From an optimization exercise on the open Yosys and OpenROAD flow, aimed at small area and a short achievable clock period; shortcuts taken in it are not production practice.
Only the layout flow was run in this run; the RTL was not checked for function there.
Power figures rest on the tool's default switching activity, not on a simulated workload.

==> design/flow/design.v <==
module movavg_add_out(input logic [63:0] a, input logic [63:0] b, output logic [63:0] y);
   assign y = a + b;
endmodule
module movavg_add_state(input logic [63:0] a, input logic [63:0] b, output logic [63:0] y);
   logic x_w1;
   logic x_w2;
   logic x_w3;
   logic x_w4;
   logic x_w5;
   logic x_w6;
   logic x_w7;
   logic x_w8;
   logic x_w9;
   logic x_w10;
   logic x_w11;
   logic x_w12;
   logic x_w13;
   logic x_w14;
   logic x_w15;
   logic x_w16;
   logic x_w17;
   logic x_w18;
   logic x_w19;
   logic x_w20;
   logic x_w21;
   logic x_w22;
   logic x_w23;
   logic x_w24;
   logic x_w25;
   logic x_w26;
   logic x_w27;
   logic x_w28;
   logic x_w29;
   logic x_w30;
   logic x_w31;
   logic x_w32;
   logic x_w33;
   logic x_w34;
   logic x_w35;
   logic x_w36;
   logic x_w37;
   logic x_w38;
   logic x_w39;
   logic x_w40;
   logic x_w41;
   logic x_w42;
   logic x_w43;
   logic x_w44;
   logic x_w45;
   logic x_w46;
   logic x_w47;
   logic x_w48;
   logic x_w49;
   logic x_w50;
   logic x_w51;
   logic x_w52;
   logic x_w53;
   logic x_w54;
   logic x_w55;
   logic x_w56;
   logic x_w57;
   logic x_w58;
   logic x_w59;
   logic x_w60;
   logic x_w61;
   logic x_w62;
   logic x_w63;
   logic x_w64;
   logic x_w65;
   logic x_w66;
   logic x_w67;
   logic x_w68;
   logic x_w69;
   logic x_w70;
   logic x_w71;
   logic x_w72;
   logic x_w73;
   logic x_w74;
   logic x_w75;
   logic x_w76;
   logic x_w77;
   logic x_w78;
   logic x_w79;
   logic x_w80;
   logic x_w81;
   logic x_w82;
   logic x_w83;
   logic x_w84;
   logic x_w85;
   logic x_w86;
   logic x_w87;
   logic x_w88;
   logic x_w89;
   logic x_w90;
   logic x_w91;
   logic x_w92;
   logic x_w93;
   logic x_w94;
   logic x_w95;
   logic x_w96;
   logic x_w97;
   logic x_w98;
   logic x_w99;
   logic x_w100;
   logic x_w101;
   logic x_w102;
   logic x_w103;
   logic x_w104;
   logic x_w105;
   logic x_w106;
   logic x_w107;
   logic x_w108;
   logic x_w109;
   logic x_w110;
   logic x_w111;
   logic x_w112;
   logic x_w113;
   logic x_w114;
   logic x_w115;
   logic x_w116;
   logic x_w117;
   logic x_w118;
   logic x_w119;
   logic x_w120;
   logic x_w121;
   logic x_w122;
   logic x_w123;
   logic x_w124;
   logic x_w125;
   logic x_w126;
   logic x_w127;
   logic x_w128;
   logic x_w129;
   logic x_w130;
   logic x_w131;
   logic x_w132;
   logic x_w133;
   logic x_w134;
   logic x_w135;
   logic x_w136;
   logic x_w137;
   logic x_w138;
   logic x_w139;
   logic x_w140;
   logic x_w141;
   logic x_w142;
   logic x_w143;
   logic x_w144;
   logic x_w145;
   logic x_w146;
   logic x_w147;
   logic x_w148;
   logic x_w149;
   logic x_w150;
   logic x_w151;
   logic x_w152;
   logic x_w153;
   logic x_w154;
   logic x_w155;
   logic x_w156;
   logic x_w157;
   logic x_w158;
   logic x_w159;
   logic x_w160;
   logic x_w161;
   logic x_w162;
   logic x_w163;
   logic x_w164;
   logic x_w165;
   logic x_w166;
   logic x_w167;
   logic x_w168;
   logic x_w169;
   logic x_w170;
   logic x_w171;
   logic x_w172;
   logic x_w173;
   logic x_w174;
   logic x_w175;
   logic x_w176;
   logic x_w177;
   logic x_w178;
   logic x_w179;
   logic x_w180;
   logic x_w181;
   logic x_w182;
   logic x_w183;
   logic x_w184;
   logic x_w185;
   logic x_w186;
   logic x_w187;
   logic x_w188;
   logic x_w189;
   logic x_w190;
   logic x_w191;
   logic x_w192;
   logic x_w193;
   logic x_w194;
   logic x_w195;
   logic x_w196;
   logic x_w197;
   logic x_w198;
   logic x_w199;
   logic x_w200;
   logic x_w201;
   logic x_w202;
   logic x_w203;
   logic x_w204;
   logic x_w205;
   logic x_w206;
   logic x_w207;
   logic x_w208;
   logic x_w209;
   logic x_w210;
   logic x_w211;
   logic x_w212;
   logic x_w213;
   logic x_w214;
   logic x_w215;
   logic x_w216;
   logic x_w217;
   logic x_w218;
   logic x_w219;
   logic x_w220;
   logic x_w221;
   logic x_w222;
   logic x_w223;
   logic x_w224;
   logic x_w225;
   logic x_w226;
   logic x_w227;
   logic x_w228;
   logic x_w229;
   logic x_w230;
   logic x_w231;
   logic x_w232;
   logic x_w233;
   logic x_w234;
   logic x_w235;
   logic x_w236;
   logic x_w237;
   logic x_w238;
   logic x_w239;
   logic x_w240;
   logic x_w241;
   logic x_w242;
   logic x_w243;
   logic x_w244;
   logic x_w245;
   logic x_w246;
   logic x_w247;
   logic x_w248;
   logic x_w249;
   logic x_w250;
   logic x_w251;
   logic x_w252;
   logic x_w253;
   logic x_w254;
   logic x_w255;
   logic x_w256;
   logic x_w257;
   logic x_w258;
   logic x_w259;
   logic x_w260;
   logic x_w261;
   logic x_w262;
   logic x_w263;
   logic x_w264;
   logic x_w265;
   logic x_w266;
   logic x_w267;
   logic x_w268;
   logic x_w269;
   logic x_w270;
   logic x_w271;
   logic x_w272;
   logic x_w273;
   logic x_w274;
   logic x_w275;
   logic x_w276;
   logic x_w277;
   logic x_w278;
   logic x_w279;
   logic x_w280;
   logic x_w281;
   logic x_w282;
   logic x_w283;
   logic x_w284;
   logic x_w285;
   logic x_w286;
   logic x_w287;
   logic x_w288;
   logic x_w289;
   logic x_w290;
   logic x_w291;
   logic x_w292;
   logic x_w293;
   logic x_w294;
   logic x_w295;
   logic x_w296;
   logic x_w297;
   logic x_w298;
   logic x_w299;
   logic x_w300;
   logic x_w301;
   logic x_w302;
   logic x_w303;
   logic x_w304;
   logic x_w305;
   logic x_w306;
   logic x_w307;
   logic x_w308;
   logic x_w309;
   logic x_w310;
   logic x_w311;
   logic x_w312;
   logic x_w313;
   logic x_w314;
   logic x_w315;
   logic x_w316;
   logic x_w317;
   logic x_w318;
   logic x_w319;
   logic x_w320;
   logic x_w321;
   logic x_w322;
   logic x_w323;
   logic x_w324;
   logic x_w325;
   logic x_w326;
   logic x_w327;
   logic x_w328;
   logic x_w329;
   logic x_w330;
   logic x_w331;
   logic x_w332;
   logic x_w333;
   logic x_w334;
   logic x_w335;
   logic x_w336;
   logic x_w337;
   logic x_w338;
   logic x_w339;
   logic x_w340;
   logic x_w341;
   logic x_w342;
   logic x_w343;
   logic x_w344;
   logic x_w345;
   logic x_w346;
   logic x_w347;
   logic x_w348;
   logic x_w349;
   logic x_w350;
   logic x_w351;
   logic x_w352;
   logic x_w353;
   logic x_w354;
   logic x_w355;
   logic x_w356;
   logic x_w357;
   logic x_w358;
   logic x_w359;
   logic x_w360;
   logic x_w361;
   logic x_w362;
   logic x_w363;
   logic x_w364;
   logic x_w365;
   logic x_w366;
   logic x_w367;
   logic x_w368;
   logic x_w369;
   logic x_w370;
   logic x_w371;
   logic x_w372;
   logic x_w373;
   logic x_w374;
   assign x_w1 = a[0] & b[0];
   assign x_w2 = a[1] & b[1];
   assign x_w3 = a[2] & b[2];
   assign x_w4 = a[3] & b[3];
   assign x_w5 = a[4] & b[4];
   assign x_w6 = a[5] & b[5];
   assign x_w7 = a[6] & b[6];
   assign x_w8 = a[7] & b[7];
   assign x_w9 = a[8] & b[8];
   assign x_w10 = a[9] & b[9];
   assign x_w11 = a[10] & b[10];
   assign x_w12 = a[11] & b[11];
   assign x_w13 = a[12] & b[12];
   assign x_w14 = a[13] & b[13];
   assign x_w15 = a[14] & b[14];
   assign x_w16 = a[15] & b[15];
   assign x_w17 = a[16] & b[16];
   assign x_w18 = a[17] & b[17];
   assign x_w19 = a[18] & b[18];
   assign x_w20 = a[19] & b[19];
   assign x_w21 = a[20] & b[20];
   assign x_w22 = a[21] & b[21];
   assign x_w23 = a[22] & b[22];
   assign x_w24 = a[23] & b[23];
   assign x_w25 = a[24] & b[24];
   assign x_w26 = a[25] & b[25];
   assign x_w27 = a[26] & b[26];
   assign x_w28 = a[27] & b[27];
   assign x_w29 = a[28] & b[28];
   assign x_w30 = a[29] & b[29];
   assign x_w31 = a[30] & b[30];
   assign x_w32 = a[31] & b[31];
   assign x_w33 = a[32] & b[32];
   assign x_w34 = a[33] & b[33];
   assign x_w35 = a[34] & b[34];
   assign x_w36 = a[35] & b[35];
   assign x_w37 = a[36] & b[36];
   assign x_w38 = a[37] & b[37];
   assign x_w39 = a[38] & b[38];
   assign x_w40 = a[39] & b[39];
   assign x_w41 = a[40] & b[40];
   assign x_w42 = a[41] & b[41];
   assign x_w43 = a[42] & b[42];
   assign x_w44 = a[43] & b[43];
   assign x_w45 = a[44] & b[44];
   assign x_w46 = a[45] & b[45];
   assign x_w47 = a[46] & b[46];
   assign x_w48 = a[47] & b[47];
   assign x_w49 = a[48] & b[48];
   assign x_w50 = a[49] & b[49];
   assign x_w51 = a[50] & b[50];
   assign x_w52 = a[51] & b[51];
   assign x_w53 = a[52] & b[52];
   assign x_w54 = a[53] & b[53];
   assign x_w55 = a[54] & b[54];
   assign x_w56 = a[55] & b[55];
   assign x_w57 = a[56] & b[56];
   assign x_w58 = a[57] & b[57];
   assign x_w59 = a[58] & b[58];
   assign x_w60 = a[59] & b[59];
   assign x_w61 = a[60] & b[60];
   assign x_w62 = a[61] & b[61];
   assign x_w63 = a[62] & b[62];
   assign x_w64 = a[63] & b[63];
   assign x_w65 = a[0] ^ b[0];
   assign x_w66 = a[1] ^ b[1];
   assign x_w67 = a[2] ^ b[2];
   assign x_w68 = a[3] ^ b[3];
   assign x_w69 = a[4] ^ b[4];
   assign x_w70 = a[5] ^ b[5];
   assign x_w71 = a[6] ^ b[6];
   assign x_w72 = a[7] ^ b[7];
   assign x_w73 = a[8] ^ b[8];
   assign x_w74 = a[9] ^ b[9];
   assign x_w75 = a[10] ^ b[10];
   assign x_w76 = a[11] ^ b[11];
   assign x_w77 = a[12] ^ b[12];
   assign x_w78 = a[13] ^ b[13];
   assign x_w79 = a[14] ^ b[14];
   assign x_w80 = a[15] ^ b[15];
   assign x_w81 = a[16] ^ b[16];
   assign x_w82 = a[17] ^ b[17];
   assign x_w83 = a[18] ^ b[18];
   assign x_w84 = a[19] ^ b[19];
   assign x_w85 = a[20] ^ b[20];
   assign x_w86 = a[21] ^ b[21];
   assign x_w87 = a[22] ^ b[22];
   assign x_w88 = a[23] ^ b[23];
   assign x_w89 = a[24] ^ b[24];
   assign x_w90 = a[25] ^ b[25];
   assign x_w91 = a[26] ^ b[26];
   assign x_w92 = a[27] ^ b[27];
   assign x_w93 = a[28] ^ b[28];
   assign x_w94 = a[29] ^ b[29];
   assign x_w95 = a[30] ^ b[30];
   assign x_w96 = a[31] ^ b[31];
   assign x_w97 = a[32] ^ b[32];
   assign x_w98 = a[33] ^ b[33];
   assign x_w99 = a[34] ^ b[34];
   assign x_w100 = a[35] ^ b[35];
   assign x_w101 = a[36] ^ b[36];
   assign x_w102 = a[37] ^ b[37];
   assign x_w103 = a[38] ^ b[38];
   assign x_w104 = a[39] ^ b[39];
   assign x_w105 = a[40] ^ b[40];
   assign x_w106 = a[41] ^ b[41];
   assign x_w107 = a[42] ^ b[42];
   assign x_w108 = a[43] ^ b[43];
   assign x_w109 = a[44] ^ b[44];
   assign x_w110 = a[45] ^ b[45];
   assign x_w111 = a[46] ^ b[46];
   assign x_w112 = a[47] ^ b[47];
   assign x_w113 = a[48] ^ b[48];
   assign x_w114 = a[49] ^ b[49];
   assign x_w115 = a[50] ^ b[50];
   assign x_w116 = a[51] ^ b[51];
   assign x_w117 = a[52] ^ b[52];
   assign x_w118 = a[53] ^ b[53];
   assign x_w119 = a[54] ^ b[54];
   assign x_w120 = a[55] ^ b[55];
   assign x_w121 = a[56] ^ b[56];
   assign x_w122 = a[57] ^ b[57];
   assign x_w123 = a[58] ^ b[58];
   assign x_w124 = a[59] ^ b[59];
   assign x_w125 = a[60] ^ b[60];
   assign x_w126 = a[61] ^ b[61];
   assign x_w127 = a[62] ^ b[62];
   assign x_w128 = a[63] ^ b[63];
   assign x_w129 = x_w2 | (x_w66 & x_w1);
   assign x_w130 = x_w66 & x_w65;
   assign x_w131 = x_w4 | (x_w68 & x_w3);
   assign x_w132 = x_w68 & x_w67;
   assign x_w133 = x_w6 | (x_w70 & x_w5);
   assign x_w134 = x_w70 & x_w69;
   assign x_w135 = x_w8 | (x_w72 & x_w7);
   assign x_w136 = x_w72 & x_w71;
   assign x_w137 = x_w10 | (x_w74 & x_w9);
   assign x_w138 = x_w74 & x_w73;
   assign x_w139 = x_w12 | (x_w76 & x_w11);
   assign x_w140 = x_w76 & x_w75;
   assign x_w141 = x_w14 | (x_w78 & x_w13);
   assign x_w142 = x_w78 & x_w77;
   assign x_w143 = x_w16 | (x_w80 & x_w15);
   assign x_w144 = x_w80 & x_w79;
   assign x_w145 = x_w18 | (x_w82 & x_w17);
   assign x_w146 = x_w82 & x_w81;
   assign x_w147 = x_w20 | (x_w84 & x_w19);
   assign x_w148 = x_w84 & x_w83;
   assign x_w149 = x_w22 | (x_w86 & x_w21);
   assign x_w150 = x_w86 & x_w85;
   assign x_w151 = x_w24 | (x_w88 & x_w23);
   assign x_w152 = x_w88 & x_w87;
   assign x_w153 = x_w26 | (x_w90 & x_w25);
   assign x_w154 = x_w90 & x_w89;
   assign x_w155 = x_w28 | (x_w92 & x_w27);
   assign x_w156 = x_w92 & x_w91;
   assign x_w157 = x_w30 | (x_w94 & x_w29);
   assign x_w158 = x_w94 & x_w93;
   assign x_w159 = x_w32 | (x_w96 & x_w31);
   assign x_w160 = x_w96 & x_w95;
   assign x_w161 = x_w34 | (x_w98 & x_w33);
   assign x_w162 = x_w98 & x_w97;
   assign x_w163 = x_w36 | (x_w100 & x_w35);
   assign x_w164 = x_w100 & x_w99;
   assign x_w165 = x_w38 | (x_w102 & x_w37);
   assign x_w166 = x_w102 & x_w101;
   assign x_w167 = x_w40 | (x_w104 & x_w39);
   assign x_w168 = x_w104 & x_w103;
   assign x_w169 = x_w42 | (x_w106 & x_w41);
   assign x_w170 = x_w106 & x_w105;
   assign x_w171 = x_w44 | (x_w108 & x_w43);
   assign x_w172 = x_w108 & x_w107;
   assign x_w173 = x_w46 | (x_w110 & x_w45);
   assign x_w174 = x_w110 & x_w109;
   assign x_w175 = x_w48 | (x_w112 & x_w47);
   assign x_w176 = x_w112 & x_w111;
   assign x_w177 = x_w50 | (x_w114 & x_w49);
   assign x_w178 = x_w114 & x_w113;
   assign x_w179 = x_w52 | (x_w116 & x_w51);
   assign x_w180 = x_w116 & x_w115;
   assign x_w181 = x_w54 | (x_w118 & x_w53);
   assign x_w182 = x_w118 & x_w117;
   assign x_w183 = x_w56 | (x_w120 & x_w55);
   assign x_w184 = x_w120 & x_w119;
   assign x_w185 = x_w58 | (x_w122 & x_w57);
   assign x_w186 = x_w122 & x_w121;
   assign x_w187 = x_w60 | (x_w124 & x_w59);
   assign x_w188 = x_w124 & x_w123;
   assign x_w189 = x_w62 | (x_w126 & x_w61);
   assign x_w190 = x_w126 & x_w125;
   assign x_w191 = x_w64 | (x_w128 & x_w63);
   assign x_w192 = x_w128 & x_w127;
   assign x_w193 = x_w131 | (x_w132 & x_w129);
   assign x_w194 = x_w132 & x_w130;
   assign x_w195 = x_w135 | (x_w136 & x_w133);
   assign x_w196 = x_w136 & x_w134;
   assign x_w197 = x_w139 | (x_w140 & x_w137);
   assign x_w198 = x_w140 & x_w138;
   assign x_w199 = x_w143 | (x_w144 & x_w141);
   assign x_w200 = x_w144 & x_w142;
   assign x_w201 = x_w147 | (x_w148 & x_w145);
   assign x_w202 = x_w148 & x_w146;
   assign x_w203 = x_w151 | (x_w152 & x_w149);
   assign x_w204 = x_w152 & x_w150;
   assign x_w205 = x_w155 | (x_w156 & x_w153);
   assign x_w206 = x_w156 & x_w154;
   assign x_w207 = x_w159 | (x_w160 & x_w157);
   assign x_w208 = x_w160 & x_w158;
   assign x_w209 = x_w163 | (x_w164 & x_w161);
   assign x_w210 = x_w164 & x_w162;
   assign x_w211 = x_w167 | (x_w168 & x_w165);
   assign x_w212 = x_w168 & x_w166;
   assign x_w213 = x_w171 | (x_w172 & x_w169);
   assign x_w214 = x_w172 & x_w170;
   assign x_w215 = x_w175 | (x_w176 & x_w173);
   assign x_w216 = x_w176 & x_w174;
   assign x_w217 = x_w179 | (x_w180 & x_w177);
   assign x_w218 = x_w180 & x_w178;
   assign x_w219 = x_w183 | (x_w184 & x_w181);
   assign x_w220 = x_w184 & x_w182;
   assign x_w221 = x_w187 | (x_w188 & x_w185);
   assign x_w222 = x_w188 & x_w186;
   assign x_w223 = x_w191 | (x_w192 & x_w189);
   assign x_w224 = x_w192 & x_w190;
   assign x_w225 = x_w195 | (x_w196 & x_w193);
   assign x_w226 = x_w196 & x_w194;
   assign x_w227 = x_w199 | (x_w200 & x_w197);
   assign x_w228 = x_w200 & x_w198;
   assign x_w229 = x_w203 | (x_w204 & x_w201);
   assign x_w230 = x_w204 & x_w202;
   assign x_w231 = x_w207 | (x_w208 & x_w205);
   assign x_w232 = x_w208 & x_w206;
   assign x_w233 = x_w211 | (x_w212 & x_w209);
   assign x_w234 = x_w212 & x_w210;
   assign x_w235 = x_w215 | (x_w216 & x_w213);
   assign x_w236 = x_w216 & x_w214;
   assign x_w237 = x_w219 | (x_w220 & x_w217);
   assign x_w238 = x_w220 & x_w218;
   assign x_w239 = x_w223 | (x_w224 & x_w221);
   assign x_w240 = x_w224 & x_w222;
   assign x_w241 = x_w227 | (x_w228 & x_w225);
   assign x_w242 = x_w228 & x_w226;
   assign x_w243 = x_w231 | (x_w232 & x_w229);
   assign x_w244 = x_w232 & x_w230;
   assign x_w245 = x_w235 | (x_w236 & x_w233);
   assign x_w246 = x_w236 & x_w234;
   assign x_w247 = x_w239 | (x_w240 & x_w237);
   assign x_w248 = x_w240 & x_w238;
   assign x_w249 = x_w243 | (x_w244 & x_w241);
   assign x_w250 = x_w244 & x_w242;
   assign x_w251 = x_w247 | (x_w248 & x_w245);
   assign x_w252 = x_w248 & x_w246;
   assign x_w253 = x_w251 | (x_w252 & x_w249);
   assign x_w254 = x_w252 & x_w250;
   assign x_w255 = x_w245 | (x_w246 & x_w249);
   assign x_w256 = x_w229 | (x_w230 & x_w241);
   assign x_w257 = x_w233 | (x_w234 & x_w249);
   assign x_w258 = x_w237 | (x_w238 & x_w255);
   assign x_w259 = x_w197 | (x_w198 & x_w225);
   assign x_w260 = x_w201 | (x_w202 & x_w241);
   assign x_w261 = x_w205 | (x_w206 & x_w256);
   assign x_w262 = x_w209 | (x_w210 & x_w249);
   assign x_w263 = x_w213 | (x_w214 & x_w257);
   assign x_w264 = x_w217 | (x_w218 & x_w255);
   assign x_w265 = x_w221 | (x_w222 & x_w258);
   assign x_w266 = x_w133 | (x_w134 & x_w193);
   assign x_w267 = x_w137 | (x_w138 & x_w225);
   assign x_w268 = x_w141 | (x_w142 & x_w259);
   assign x_w269 = x_w145 | (x_w146 & x_w241);
   assign x_w270 = x_w149 | (x_w150 & x_w260);
   assign x_w271 = x_w153 | (x_w154 & x_w256);
   assign x_w272 = x_w157 | (x_w158 & x_w261);
   assign x_w273 = x_w161 | (x_w162 & x_w249);
   assign x_w274 = x_w165 | (x_w166 & x_w262);
   assign x_w275 = x_w169 | (x_w170 & x_w257);
   assign x_w276 = x_w173 | (x_w174 & x_w263);
   assign x_w277 = x_w177 | (x_w178 & x_w255);
   assign x_w278 = x_w181 | (x_w182 & x_w264);
   assign x_w279 = x_w185 | (x_w186 & x_w258);
   assign x_w280 = x_w189 | (x_w190 & x_w265);
   assign x_w281 = x_w3 | (x_w67 & x_w129);
   assign x_w282 = x_w5 | (x_w69 & x_w193);
   assign x_w283 = x_w7 | (x_w71 & x_w266);
   assign x_w284 = x_w9 | (x_w73 & x_w225);
   assign x_w285 = x_w11 | (x_w75 & x_w267);
   assign x_w286 = x_w13 | (x_w77 & x_w259);
   assign x_w287 = x_w15 | (x_w79 & x_w268);
   assign x_w288 = x_w17 | (x_w81 & x_w241);
   assign x_w289 = x_w19 | (x_w83 & x_w269);
   assign x_w290 = x_w21 | (x_w85 & x_w260);
   assign x_w291 = x_w23 | (x_w87 & x_w270);
   assign x_w292 = x_w25 | (x_w89 & x_w256);
   assign x_w293 = x_w27 | (x_w91 & x_w271);
   assign x_w294 = x_w29 | (x_w93 & x_w261);
   assign x_w295 = x_w31 | (x_w95 & x_w272);
   assign x_w296 = x_w33 | (x_w97 & x_w249);
   assign x_w297 = x_w35 | (x_w99 & x_w273);
   assign x_w298 = x_w37 | (x_w101 & x_w262);
   assign x_w299 = x_w39 | (x_w103 & x_w274);
   assign x_w300 = x_w41 | (x_w105 & x_w257);
   assign x_w301 = x_w43 | (x_w107 & x_w275);
   assign x_w302 = x_w45 | (x_w109 & x_w263);
   assign x_w303 = x_w47 | (x_w111 & x_w276);
   assign x_w304 = x_w49 | (x_w113 & x_w255);
   assign x_w305 = x_w51 | (x_w115 & x_w277);
   assign x_w306 = x_w53 | (x_w117 & x_w264);
   assign x_w307 = x_w55 | (x_w119 & x_w278);
   assign x_w308 = x_w57 | (x_w121 & x_w258);
   assign x_w309 = x_w59 | (x_w123 & x_w279);
   assign x_w310 = x_w61 | (x_w125 & x_w265);
   assign x_w311 = x_w63 | (x_w127 & x_w280);
   assign x_w312 = x_w66 ^ x_w1;
   assign x_w313 = x_w67 ^ x_w129;
   assign x_w314 = x_w68 ^ x_w281;
   assign x_w315 = x_w69 ^ x_w193;
   assign x_w316 = x_w70 ^ x_w282;
   assign x_w317 = x_w71 ^ x_w266;
   assign x_w318 = x_w72 ^ x_w283;
   assign x_w319 = x_w73 ^ x_w225;
   assign x_w320 = x_w74 ^ x_w284;
   assign x_w321 = x_w75 ^ x_w267;
   assign x_w322 = x_w76 ^ x_w285;
   assign x_w323 = x_w77 ^ x_w259;
   assign x_w324 = x_w78 ^ x_w286;
   assign x_w325 = x_w79 ^ x_w268;
   assign x_w326 = x_w80 ^ x_w287;
   assign x_w327 = x_w81 ^ x_w241;
   assign x_w328 = x_w82 ^ x_w288;
   assign x_w329 = x_w83 ^ x_w269;
   assign x_w330 = x_w84 ^ x_w289;
   assign x_w331 = x_w85 ^ x_w260;
   assign x_w332 = x_w86 ^ x_w290;
   assign x_w333 = x_w87 ^ x_w270;
   assign x_w334 = x_w88 ^ x_w291;
   assign x_w335 = x_w89 ^ x_w256;
   assign x_w336 = x_w90 ^ x_w292;
   assign x_w337 = x_w91 ^ x_w271;
   assign x_w338 = x_w92 ^ x_w293;
   assign x_w339 = x_w93 ^ x_w261;
   assign x_w340 = x_w94 ^ x_w294;
   assign x_w341 = x_w95 ^ x_w272;
   assign x_w342 = x_w96 ^ x_w295;
   assign x_w343 = x_w97 ^ x_w249;
   assign x_w344 = x_w98 ^ x_w296;
   assign x_w345 = x_w99 ^ x_w273;
   assign x_w346 = x_w100 ^ x_w297;
   assign x_w347 = x_w101 ^ x_w262;
   assign x_w348 = x_w102 ^ x_w298;
   assign x_w349 = x_w103 ^ x_w274;
   assign x_w350 = x_w104 ^ x_w299;
   assign x_w351 = x_w105 ^ x_w257;
   assign x_w352 = x_w106 ^ x_w300;
   assign x_w353 = x_w107 ^ x_w275;
   assign x_w354 = x_w108 ^ x_w301;
   assign x_w355 = x_w109 ^ x_w263;
   assign x_w356 = x_w110 ^ x_w302;
   assign x_w357 = x_w111 ^ x_w276;
   assign x_w358 = x_w112 ^ x_w303;
   assign x_w359 = x_w113 ^ x_w255;
   assign x_w360 = x_w114 ^ x_w304;
   assign x_w361 = x_w115 ^ x_w277;
   assign x_w362 = x_w116 ^ x_w305;
   assign x_w363 = x_w117 ^ x_w264;
   assign x_w364 = x_w118 ^ x_w306;
   assign x_w365 = x_w119 ^ x_w278;
   assign x_w366 = x_w120 ^ x_w307;
   assign x_w367 = x_w121 ^ x_w258;
   assign x_w368 = x_w122 ^ x_w308;
   assign x_w369 = x_w123 ^ x_w279;
   assign x_w370 = x_w124 ^ x_w309;
   assign x_w371 = x_w125 ^ x_w265;
   assign x_w372 = x_w126 ^ x_w310;
   assign x_w373 = x_w127 ^ x_w280;
   assign x_w374 = x_w128 ^ x_w311;
   assign y = {x_w374, x_w373, x_w372, x_w371, x_w370, x_w369, x_w368, x_w367, x_w366, x_w365, x_w364, x_w363, x_w362, x_w361, x_w360, x_w359, x_w358, x_w357, x_w356, x_w355, x_w354, x_w353, x_w352, x_w351, x_w350, x_w349, x_w348, x_w347, x_w346, x_w345, x_w344, x_w343, x_w342, x_w341, x_w340, x_w339, x_w338, x_w337, x_w336, x_w335, x_w334, x_w333, x_w332, x_w331, x_w330, x_w329, x_w328, x_w327, x_w326, x_w325, x_w324, x_w323, x_w322, x_w321, x_w320, x_w319, x_w318, x_w317, x_w316, x_w315, x_w314, x_w313, x_w312, x_w65};
endmodule
module movavg_csa(input logic [63:0] a, input logic [63:0] b, input logic [63:0] c,
                  output logic [63:0] s, output logic [63:0] k);
   assign s = a ^ b ^ c;
   assign k = {(a[62:0] & b[62:0]) | (c[62:0] & (a[62:0] | b[62:0])), 1'b0};
endmodule
module movavg(
    input logic clk,
    input logic reset,
    input logic [63:0] din,
    output logic [63:0] dout
);
   logic [63:0] t1, t2, r, r_next, cs_s, cs_c;
   movavg_add_out u_out (.a(din), .b(r), .y(dout));
   movavg_csa u_csa (.a(t1), .b(t2), .c(din), .s(cs_s), .k(cs_c));
   movavg_add_state u_state (.a(cs_s), .b(cs_c), .y(r_next));
   always_ff @(posedge clk) begin
      if (reset) begin
         t1 <= 64'h0;
         t2 <= 64'h0;
         r  <= 64'h0;
      end else begin
         t1 <= din;
         t2 <= t1;
         r  <= r_next;
      end
   end
endmodule
==> design/flow/flow/run.sh <==
#!/bin/bash
set -euo pipefail
export BUFFER_PORTS_ARGS="-buffer_cell sky130_fd_sc_hd__buf_2"
bash standard.sh > standard_make.log 2>&1
==> design/flow/standard.sh <==
#!/bin/bash
# synth_recipe.tcl (not shown) runs the flow's synth.tcl, then flattens the netlist and writes it again
# the make line also repeats each setting of config.mk as NAME=value (left out here)
make -C /OpenROAD-flow-scripts/flow DESIGN_CONFIG=/design/flow/config.mk WORK_HOME=/design/flow/orfs CLKGATE_MAP_FILE= SYNTH_SCRIPT=/design/flow/synth_recipe.tcl "${@:-finish}"
==> design/flow/config.mk <==
export PLATFORM = sky130hd
export DESIGN_NAME = movavg
export DESIGN_NICKNAME = movavg
export VERILOG_FILES = /design/flow/design.v
export SDC_FILE = /design/flow/constraint.sdc
export NUM_CORES = 4
export LEC_CHECK = 0
export CAP_MARGIN = 20
export CORE_MARGIN = 2
export CORE_UTILIZATION = 40
export SETUP_SLACK_MARGIN = 1.5
export SLEW_MARGIN = 20
export SYNTH_HIERARCHICAL = 1
==> design/flow/constraint.sdc <==
create_clock -name core_clock -period 7.5 [get_ports {clk}]
set_input_delay 1.5000 -clock core_clock [delete_from_list [all_inputs] [get_ports {clk}]]
set_output_delay 1.5000 -clock core_clock [all_outputs]
set_load 0.01 [all_outputs]
==> results.py <==
metrics = {
    "floorplan": {
        "start_util_pct": 40.4,
        "io_pins": 130,
        "die_y_um": 188,
        "dieArea_um2": 35200,
        "placementRows": 67,
        "fp.dieW_um": 188,
        "core_um2": 33400,
    },
    "route": {
        "drtPass1Iterations": 5,
        "routed_wl_mm": 30.1,
        "wl_per_cell_um": 15.8,
        "vias": 9636,
        "viasPerCell": 5.06,
        "final_antenna_net_count": 0,
        "dr.first_iter.drc_count": 423,
        "drc": 0,
    },
    "critical_path": {
        "cp.required_ps": 6000,
        "end_kind": "primary output",
        "reg2reg_slack_ps": 3050,
        "cp_slowest_cell": "fa_1",
        "r2r-end": "r[63]",
        "critPathLaunchType": "primary input",
        "path_cells": "buf_2 > ha_1 > fa_1 > a21o_1 > nand4_1 > a31o_1 > a21oi_2 > a41o_4 > o31a_4 > and4bb_1 > nor3_2 > xnor2_1 > buf_2",
        "crit_arrival_ps": 4380,
        "ff2ff_path_depth": 13,
        "path_max_fanout": 4,
        "r2r_start": "t1[35]",
        "cp_common_cell": "buf_2",
        "max_stage_delay_ps": 410,
        "crit_type": "in2out",
    },
    "layout": {
        "multi_input_area_um2": 8710,
        "nets": 1731,
        "drive_gt1_share_pct": 13.4,
        "fillers": 3350,
        "final_common_cell": "nor2b_1",
        "diodes": 0,
        "syn_to_final_growth_pct": 8.35,
        "register_area_um2": 3840,
        "fin_util_pct": 43.8,
        "design_area_um2": 14600,
        "final_cell_mix": "nor2b_1 (203), dfxtp_1 (192), buf_2 (128)",
    },
    "global_routing": {
        "grt_start_max_net_pins": 99,
        "grt_usage_pct": 17.8,
        "grt_pass1_wl_mm": 50.2,
        "grt_overflow": 0,
        "grt_pass1_vias": 9690,
        "antenna_found_initial": 0,
    },
    "worst_hold_path": {
        "hold_path.class": "reg2reg",
        "min-delay-start": "t1[5]",
        "min_to": "t2[5]",
        "whs_path_depth": 1,
    },
    "synthesis": {
        "synth_edf_count": 0,
        "ys_seq_area_share_pct": 28.5,
        "ys_ff_latch": 192,
        "synth_area_per_cell_um2": 9.54,
        "synth_nets": 1699,
        "synth.cell_area_um2": 13500,
        "syn_inst": 1413,
        "synth.distinct_cells": 71,
        "async_flop_share_pct": 0,
        "synth_flop_cell": "dfxtp_1",
        "yosysWarnings": 7,
    },
    "place": {
        "gp_congestion": 0.869,
        "place_area_um2": 14000,
        "dpl.hpwl_mm": 24.1,
        "io_buffers": 129,
    },
    "clock_network": {
        "cts_max_level": 4,
        "clk-insertion-delay-late_ps": 460,
        "cts_tree": "done",
        "clock-root-buffer": "clkbuf_16",
        "cts.clk_slew.worst_paths_ps": 80,
        "cts_made_buffers": 17,
        "clk_path_buf_depth": 2,
        "numClockSinks": 192,
    },
    "sta": {
        "min_period_over_period_pct": 78.3,
        "slew_headroom_pct": 33.6,
        "hold_viol": 0,
        "timing.setup.tns_ps": 0,
        "rsz0062_at_grt": "true",
        "min_period_ps": 5880,
        "worstMarginPinSlew_ps": 996,
        "slew_viol_final": 0,
        "max_freq_mhz": 170,
        "holdWs_ps": 477,
        "finalSetupViolations": 0,
        "finClkSkew_ps": 14.8,
    },
    "job": {
        "cap_violations": 0,
    },
    "run_status": {
        "status": "timing/DRC/antenna clean",
    },
    "power_and_ir_drop": {
        "finalPower_w": 0.00377,
        "power.density_nw_per_um2": 258,
        "p_leak_nw": 6.69,
        "ir_drop_mv": 0.154,
    },
}
==> power by group <==
| part | internal [W] | switching, W |
|---|---|---|
| logic | 0.000692 | 0.000983 |
| clock network | 0.000477 | 0.000457 |
| registers | 0.00112 | 0.0000420 |
| total | 0.00229 | 0.00148 |
==> worst max-delay path: cells and delay by family <==
family                     cells  cell delay, ps
adders and majority gates      2             630
AOI/OAI and AO/OA              5            1280
xor gates and xnor gates       1             160
and+or+nand+nor                3             490
buffers and inverters          2             290
==> final cells by class <==
class,instances,area share (%)
Sequential cell,192,26.3
Multi-Input combinational cell,1039,59.6
Inverter,64,1.64
Tap cell,448,3.84
Timing Repair Buffer,131,4.56
Clock inverter,15,1.16
Clock buffer,17,2.91
==> per-layer routing <==
metal	up-vias	wire length, um	global-route usage (%)
met5	-	0	0
met4	0	608	5.39
met3	30	1180	3.07
met2	177	13600	28.6
met1	4618	14700	24.5
li1	4811	-	-
==> modules after synthesis (local to each module, per instance) <==
module,area [um2],times used
movavg_add_state,3140,1
movavg,5150,1
movavg_csa,1300,1
movavg_add_out,3900,1
==> cells in the mapped netlist, types with 13 or more instances <==
cell      instances  area share (%)
xnor2_1          44             2.9
inv_1            63             1.8
fa_1             96              14
nor2_1           38             1.1
nand2_1          72             2.0
a21o_1           42             2.3
nand4_1          35             1.6
buf_2            29             1.1
xor2_1           50             3.2
dfxtp_1         192              28
o21ai_0          48             1.8
o21bai_1         17            0.95
buf_4            69             3.8
a21oi_1         103             3.8
nor2b_1         203             9.4
nand2b_1         13            0.60
clkbuf_1         16            0.45
ha_1            124              12
==> sequential cells by signal (all words and copies together), names as in the netlist <==
name / count
r: 64
t1: 64
t2: 64
==> how the worst max path moves through the flow <==
stage / end / cells after the start / startpoint / slack, ps
5_1_grt: dout[60] / 13 / din[0] / 1450
4_1_cts: dout[57] / 12 / din[14] / 1590
2_1_floorplan: dout[54] / 11 / din[0] / 2220
3_3_place_gp: dout[58] / 13 / din[0] / 1630
3_5_place_dp: dout[57] / 12 / din[14] / 1610
6_report: dout[58] / 13 / din[0] / 1620
==> metrics by stage <==
stage	worst slack (ps)	instances
after floorplan	2220	1413
after detailed placement	1610	1873
final	1620	1906
after global placement	1630	1873
after global routing	1450	1906
after CTS	1590	1905
==> repair_timing <==
item,CTS,global route
hold buffers,0,0
resized for setup,0,12
buffers inserted,0,1
endpoints found under the setup margin,0,10
==> cells by family after synthesis <==
| family | count (synthesis) | share of synthesized area (%) |
|---|---|---|
| fa+ha+maj | 220 | 25.8 |
| other cells | 1 | 0.0278 |
| flops | 192 | 28.5 |
| simple gates | 419 | 17.5 |
| xor+xnor | 95 | 6.28 |
| compound gates | 304 | 14.6 |
| buf+inv | 182 | 7.38 |

==> what the ideal ports hide <==
The flow's constraints put no driver on any port. The routed layout listed below was extracted and timed again, unchanged, in two steps.
Step 1: set_driving_cell puts a clkbuf_16 on clk and a buf_2 on each other input, an assumption about the parent block.
Step 2 also shifts input and output timing later by t, the mid clock arrival at the registers, as if the neighbouring blocks saw the same clock.
a / b / c = ideal / step 1 / step 2; a / b = the first two.
t, ns: 0.498
slack for setup (ns): 1.624 / 1.606 / 1.606
worst setup path after step 2: input to output
worst register clock-pin slew, ns: 0.08 / 0.08
pins driven straight from the clock port: 1
After both steps setup and hold are still met in this run. For this run, drivers alone change the setup slack by -0.018 ns; drivers and shift together by -0.018 ns.
